This is an optimization exercise on Yosys and OpenROAD, whose aim is small area, a short achievable clock period and few clock cycles per item, not a production implementation. In this exercise RTL edits were held to simulation tests only and were not proved equivalent to the original. Power and IR drop assume default switching activity.

==> flow/design.v, too long to show whole: its modules and the start of the top module <==
// module rram_ternary_cim: 1083 lines
// module cim_fa: 4 lines
module rram_ternary_cim #(
    parameter ROWS = 16,
    parameter COLS = 16,
    parameter TRIT_WIDTH = 2     
)(
    input  wire                        clk,
    input  wire                        rst_n,
    input  wire [$clog2(ROWS)-1:0]     wr_row,
    input  wire [$clog2(COLS)-1:0]     wr_col,
    input  wire [TRIT_WIDTH-1:0]       wr_data,    
    input  wire                        wr_en,
    input  wire [ROWS*TRIT_WIDTH-1:0]  input_vector,   
    input  wire                        mac_start,
    output wire [COLS*8-1:0]           mac_result,     
    output reg                         mac_done,
    input  wire [$clog2(ROWS)-1:0]     rd_row,
    input  wire [$clog2(COLS)-1:0]     rd_col,
    output wire [TRIT_WIDTH-1:0]       rd_data
);
  // ...
==> flow/run.sh <==
#!/bin/bash
# synth_recipe.tcl (not shown) runs the flow's synth.tcl, then flattens the netlist and writes it again
# the make line also repeats each setting of config.mk as NAME=value (left out here)
make -C /OpenROAD-flow-scripts/flow DESIGN_CONFIG=/design/flow/config.mk WORK_HOME=/design/flow/orfs CLKGATE_MAP_FILE= SYNTH_SCRIPT=/design/flow/synth_recipe.tcl finish
==> flow/config.mk <==
export PLATFORM = sky130hd
export DESIGN_NAME = rram_ternary_cim
export DESIGN_NICKNAME = rram_ternary_cim
export VERILOG_FILES = /design/flow/design.v
export SDC_FILE = /design/flow/constraint.sdc
export NUM_CORES = 4
export LEC_CHECK = 0
export CAP_MARGIN = 20
export CORE_MARGIN = 2
export CORE_UTILIZATION = 40
export SETUP_SLACK_MARGIN = 4
export SLEW_MARGIN = 20
export SYNTH_HIERARCHICAL = 1
export SYNTH_MINIMUM_KEEP_SIZE = 0
==> flow/constraint.sdc <==
create_clock -name core_clock -period 10.0 [get_ports {clk}]
set_input_delay 2.0000 -clock core_clock [delete_from_list [all_inputs] [get_ports {clk}]]
set_output_delay 2.0000 -clock core_clock [all_outputs]
set_load 0.01 [all_outputs]
==> summary.txt, run 1 <==
1st-pass router iterations 9; area leader, netlist edfxtp_1; grt total ovfl 0; Max stage delay on crit path 0.59 ns; r2r setup slk 4.84 ns; largest family of logic cells by synthesized area adder cells; area of the multi-input gates 21,900 um^2; Crit. End Element primary output; P_sw 0.00497 W; Post-Synthesis Cells 3,186; clk cell area share 5.42%; Worst-Margin Slew 1.20 ns; largest cells by area after synthesis edfxtp_1 (38%), fa_1 (21%), a22oi_1 (7.8%); M3 GR Usage 17.1%; Hold Vio Cnt, Final 0; CTS buffer count 75; Die Wd 320 um; DP Wirelength 149,000 um; status complete, no violations; biggest regs xbar_cell (512), g_res.res (96), row_vld (16); post_cts resized 286; fraction of area in multi-input gates 43.4%; final setup fails 0; Final Cycle Share 71.1%; final setup skew 0.0248 ns; synthesized area 40,000 um^2; cell with the most instances after synthesis edfxtp_1; kind of critical path in2out; Worst path top cell family by delay simple AND/OR/NAND/NOR gates; GP Congestion 1.12; CTS tree built; post-layout util 51.1%; commonest non-fill, non-tap cells in the layout edfxtp_1 (512), a22oi_1 (373), fa_1 (360); I/O pins 185; vias in the first global route 32,600; Top reg by flops xbar_cell; Area after DPL 43,300 um^2; biggest area consumer among cell classes multi-input gates; Finished Cell Area 50,400 um^2; Non-CTS buffers 471; Vias 35,300; slowest stage cell, crit path or4_1
Testbench counts, summed over its fixed seeds: cycles 1,568, macs 1,536.
==> run 2: changes to the inputs <==
--- a/flow/design.v
+++ b/flow/design.v
@@ -39,17 +39,32 @@
         end
     endgenerate
     always @(posedge clk or negedge rst_n) begin
         if (!rst_n)
             row_vld <= {ROWS{1'b0}};
         else if (wr_en)
             row_vld[wr_row] <= 1'b1;
     end
-    assign rd_data = xbar_cell[rd_row][rd_col] & {TRIT_WIDTH{row_vld[rd_row]}};
+    wire [ROWS-1:0] rd_rh = ({{(ROWS-1){1'b0}}, 1'b1} << rd_row) & row_vld;
+    wire [COLS-1:0] rd_ch = {{(COLS-1){1'b0}}, 1'b1} << rd_col;
+    reg [TRIT_WIDTH*COLS-1:0] rd_colv;
+    reg [TRIT_WIDTH-1:0] rd_v;
+    integer rr, rc;
+    always @* begin
+        rd_colv = {TRIT_WIDTH*COLS{1'b0}};
+        for (rc = 0; rc < COLS; rc = rc + 1)
+            for (rr = 0; rr < ROWS; rr = rr + 1)
+                rd_colv[rc*TRIT_WIDTH +: TRIT_WIDTH] = rd_colv[rc*TRIT_WIDTH +: TRIT_WIDTH]
+                    | (xbar_cell[rr][rc] & {TRIT_WIDTH{rd_rh[rr]}});
+        rd_v = {TRIT_WIDTH{1'b0}};
+        for (rc = 0; rc < COLS; rc = rc + 1)
+            rd_v = rd_v | (rd_colv[rc*TRIT_WIDTH +: TRIT_WIDTH] & {TRIT_WIDTH{rd_ch[rc]}});
+    end
+    assign rd_data = rd_v;
     wire [ROWS*COLS-1:0] pa, pb;    
     generate
         for (gr = 0; gr < ROWS; gr = gr + 1) begin : g_row
             wire xp = input_vector[2*gr] & ~input_vector[2*gr+1] & row_vld[gr];
             wire xn = input_vector[2*gr+1] & ~input_vector[2*gr] & row_vld[gr];
             for (gc = 0; gc < COLS; gc = gc + 1) begin : g_col
                 wire c0 = xbar_cell[gr][gc][0];
                 wire c1 = xbar_cell[gr][gc][1];
@@ -58,17 +73,17 @@
             end
         end
     endgenerate
     wire [COLS*6-1:0] pc;           
     generate
         for (gc = 0; gc < COLS; gc = gc + 1) begin : g_res
             reg [5:0] res;          
             always @(posedge clk)
-                res <= {pc[gc*6+4 +: 2] - 2'd1, pc[gc*6 +: 4]};
+                res <= {~(pc[gc*6+5] | pc[gc*6+4]), ~pc[gc*6+4], pc[gc*6 +: 4]};
             assign mac_result[gc*8 +: 8] = {{2{res[5]}}, res};
         end
     endgenerate
     always @(posedge clk or negedge rst_n) begin
         if (!rst_n)
             mac_done <= 1'b0;
         else
             mac_done <= mac_start;
==> run 2 against run 1 <==
  * Utilization up 0.36 points
  * Area after synthesis down 5.8%
  * Clock skew up 0.019 ns
  * Via count down 14%
  * Hold slack better by 0.050 ns
  * Register-to-register slack about the same
  * Sequential cell count unchanged
  * Combinational power up 5.9%
  * Design area down 4.8%
==> summary.txt, run 2 <==
status complete, no violations; final setup fails 0 (unchanged); full die area 96,700 um^2; CP startpoint kind input pin; Routed Antenna Nets 0; Initial Utilization 40.4%; leading cell type in the layout, fill and taps excluded edfxtp_1; initial antenna violation count 9; sequential area share after synthesis 47.0%; Crit. End Element primary output; GP Congestion 0.958 (-15%); Avg Vias per Cell 6.93; Hold Slack 0.639 ns; Die Wd 311 um (-2.9%); Layout area overhead 27.4%; number of max-cap violations 0; share of post-route cells with drive strength above 1 22.8%; Final Cycle Share 66.7% (-4.4 points); CTS Root Cell clkbuf_16; r2r startpoint row_vld[4]; relative slew slack 10.9%; Worst path top cell family by delay simple AND/OR/NAND/NOR gates; vias in the first global route 30,100 (-7.5%); Max VDD drop 0.290 mV; I/O Buffers 184; Max stage delay on crit path 0.77 ns (+0.18 ns); leak pwr 16.6 nW; CTS Sinks 625; Finished Layout Cells 4,381; DP Wirelength 97,800 um (-34%); commonest non-fill, non-tap cells in the layout edfxtp_1 (512), fa_1 (347), a22o_1 (334); CTS tree built; per-cell routed wire length 38.6 um; CTS buffer count 74 (-1.3%); DRC 0; Hold Path End row_vld[12]; CP Data Arrival Time 4.67 ns; post-placement cell count 4,037; cts hold-fix bufs 0; Max Slew Vio Count 0; Ys Warns 8; synth cell count leaders edfxtp_1 (512), fa_1 (416), a22o_1 (338), a22oi_1 (338), nor2_1 (304); Fin Setup TNS 0 ns; max reg flops 512; cell with the most instances after synthesis edfxtp_1; I/O pins 185 (unchanged); total wire length 169,000 um; core box area 93,300 um^2; first-pass GRT wire length 228,000 um; Vias 30,400 (-14%); Max Fclk 150 MHz; H-tree depth 3; Die Span Y 311 um; slowest stage cell, crit path clkdlybuf4s50_1; kind of critical path in2out; syn_nets 3,330; synthesized area 37,700 um^2 (-5.8%); Initial DRC Count 5,574; biggest regs xbar_cell (512), g_res.res (96), row_vld (16); Worst-Margin Slew 1.33 ns (+0.133 ns); RSZ-0062 raised after global routing yes; Tmin final 6.67 ns; post-synthesis async set-or-reset flop share 2.72%; final setup skew 0.0439 ns (+0.0191 ns); Top reg by flops xbar_cell; ys flop type edfxtp_1; largest net degree at the start of global routing 33; HP Start row_vld[12]; Final nets 3,616; r2r setup slk 4.84 ns (about the same); Post-synth EDFFs 512; #FFs+latches synth 625; Clock Tree Buf Depth 3; area leader, netlist edfxtp_1; largest cells by area after synthesis edfxtp_1 (41%), fa_1 (22%), a22o_1 (7.9%); clk slew on worst S/H paths 0.06 ns; reg2reg end g_res[15].res[4]; worst path cell trace clkdlybuf4s50_1, nand4_1, a31oi_2, nor4b_2, nand4_1, buf_2; worst hold path type reg2reg; Avg Cell Area, Syn 13.6 um^2; CP Buf/Inv Count 2; gr usage total 33.7%; grt total ovfl 0 (unchanged); Post-Synthesis Cells 2,775 (-13%); share of the synthesized area in the top cell type 40.8%; Hold Path Stages 1; Crit path required time 8.00 ns; Yosys cell types 53; Top cell by count, worst path nand4_1; crit path max fanout 9; Clk Latency, worst-skew pair 0.67 ns; Hold Vio Cnt, Final 0 (unchanged); PwrDens 285 nW/um^2; Rows 112; 1st-pass router iterations 7 (-2); Worst Reg-to-Reg Cells 16
==> run 2: cell count changes after synthesis, sizes merged, moves of 26 or more <==
| cell | delta |
|---|---|
| and3 | +32 |
| nand2 | -27 |
| nor4 | -26 |
| buf | -32 |
| a21oi | -37 |
| o22ai | -77 |
| nand3 | -74 |
| a221oi | +71 |
| a22oi | -75 |
| clkbuf | -36 |
| a22o | +69 |
==> run 2: final cells by class <==
cell class / count / area [um^2]
Timing Repair Buffer: 454 / 5950
Antenna cell: 6 / 15.0
Multi-Input combinational cell: 1855 / 20000
Inverter: 51 / 191
Clock buffer: 88 / 1980
Fill cell: 7807 / 45300
Tap cell: 1254 / 1570
Sequential cell: 625 / 17700
Clock inverter: 48 / 572
==> run 2: worst max-delay path by stage <==
stage | startpoint | endpoint | slack (ns) | cells after the start
5_1_grt | rd_row[3] | rd_data[0] | 3.40 | 11
6_report | rd_col[0] | rd_data[0] | 3.33 | 6
3_3_place_gp | rd_row[1] | rd_data[1] | 1.93 | 11
3_5_place_dp | rd_row[0] | rd_data[1] | 1.88 | 11
4_1_cts | rd_row[2] | rd_data[0] | 3.52 | 11
2_1_floorplan | input_vector[21] | g_res[10].res[4] | 3.96 | 15
==> run 2: cell families (layout without fill, tap and decap cells) <==
group | count (synthesis) | count (layout) | share of synthesized area, %
adders and majority gates | 501 | 501 | 24.9
buffers and inverters | 298 | 641 | 3.42
other | 0 | 6 | 0
xor gates and xnor gates | 2 | 2 | 0.0465
muxes | 5 | 5 | 0.299
and+or+nand+nor | 535 | 538 | 6.64
DFF | 625 | 625 | 47.0
AOI/OAI and AO/OA | 809 | 809 | 17.6
==> run 2: routing by layer <==
layer	share of wire (%)	GRT usage, %	wire length (um)
met4	8.1	21.0	13700
met3	17	14.1	28300
met5	0.19	0.395	320
met2	41	48.1	69200
met1	34	42.2	57400
==> run 2: stage by stage <==
stage / cell area, um^2 / power [W] / util (%) / setup WS (ns)
final: 48000 / 0.0137 / 51.4 / 3.33
after global routing: 48000 / 0.0148 / 51.4 / 3.40
after CTS: 46800 / 0.0136 / 50.2 / 3.52
after detailed placement: 40900 / 0.0102 / 43.8 / 1.88
after global placement: 40800 / 0.0101 / 43.8 / 1.93
after floorplan: 38100 / 0.00762 / - / 3.96
==> run 2: per-module statistics from Yosys (local to each module, per instance) <==
module            times used  cells inside
rram_ternary_cim           1          2359
cim_fa                   416             1
==> run 2: where the power goes <==
group / internal, W / switching [W]
clock: 0.00171 / 0.00117
combinational: 0.00352 / 0.00384
sequential: 0.00325 / 0.000158
==> run 2: repair_timing <==
item | CTS | global route
setup buffers | 126 | 37
gates resized for setup | 371 | 168
pin swaps | 142 | 137
setup endpoints to repair | 74 | 35
cloned | 31 | 8
Testbench counts of run 2, summed over its fixed seeds: cycles 1,568, macs 1,536.

## what the ideal ports hide
The flow's constraints put no driver on any port. The routed layouts listed below were extracted and timed again, unchanged, in two steps. Step 1: set_driving_cell puts a clkbuf_16 on clk and a buf_2 on each other input, an assumption about the parent block. Step 2 moves the port delays by t, midway between the first and last clock arrival at a register: inputs arrive t later, outputs are due t later. That takes back most of the time a late clock gives input paths. Slacks: ideal / step 1 / step 2; pairs: ideal / step 1.
| run | t (ns) | setup slack, ns | worst hold slack (ns) |
|---|---|---|---|
| run 1 | 0.745 | 2.891 / 2.718 / 2.718 | 0.588 / 0.588 / 0.588 |
| run 2 | 0.730 | 3.329 / 3.244 / 3.244 | 0.639 / 0.639 / 0.639 |
After both steps every run listed still meets setup and hold. The setup slack of run 1, which loses most, moves by -0.173 ns with the drivers and by -0.173 ns with both steps.
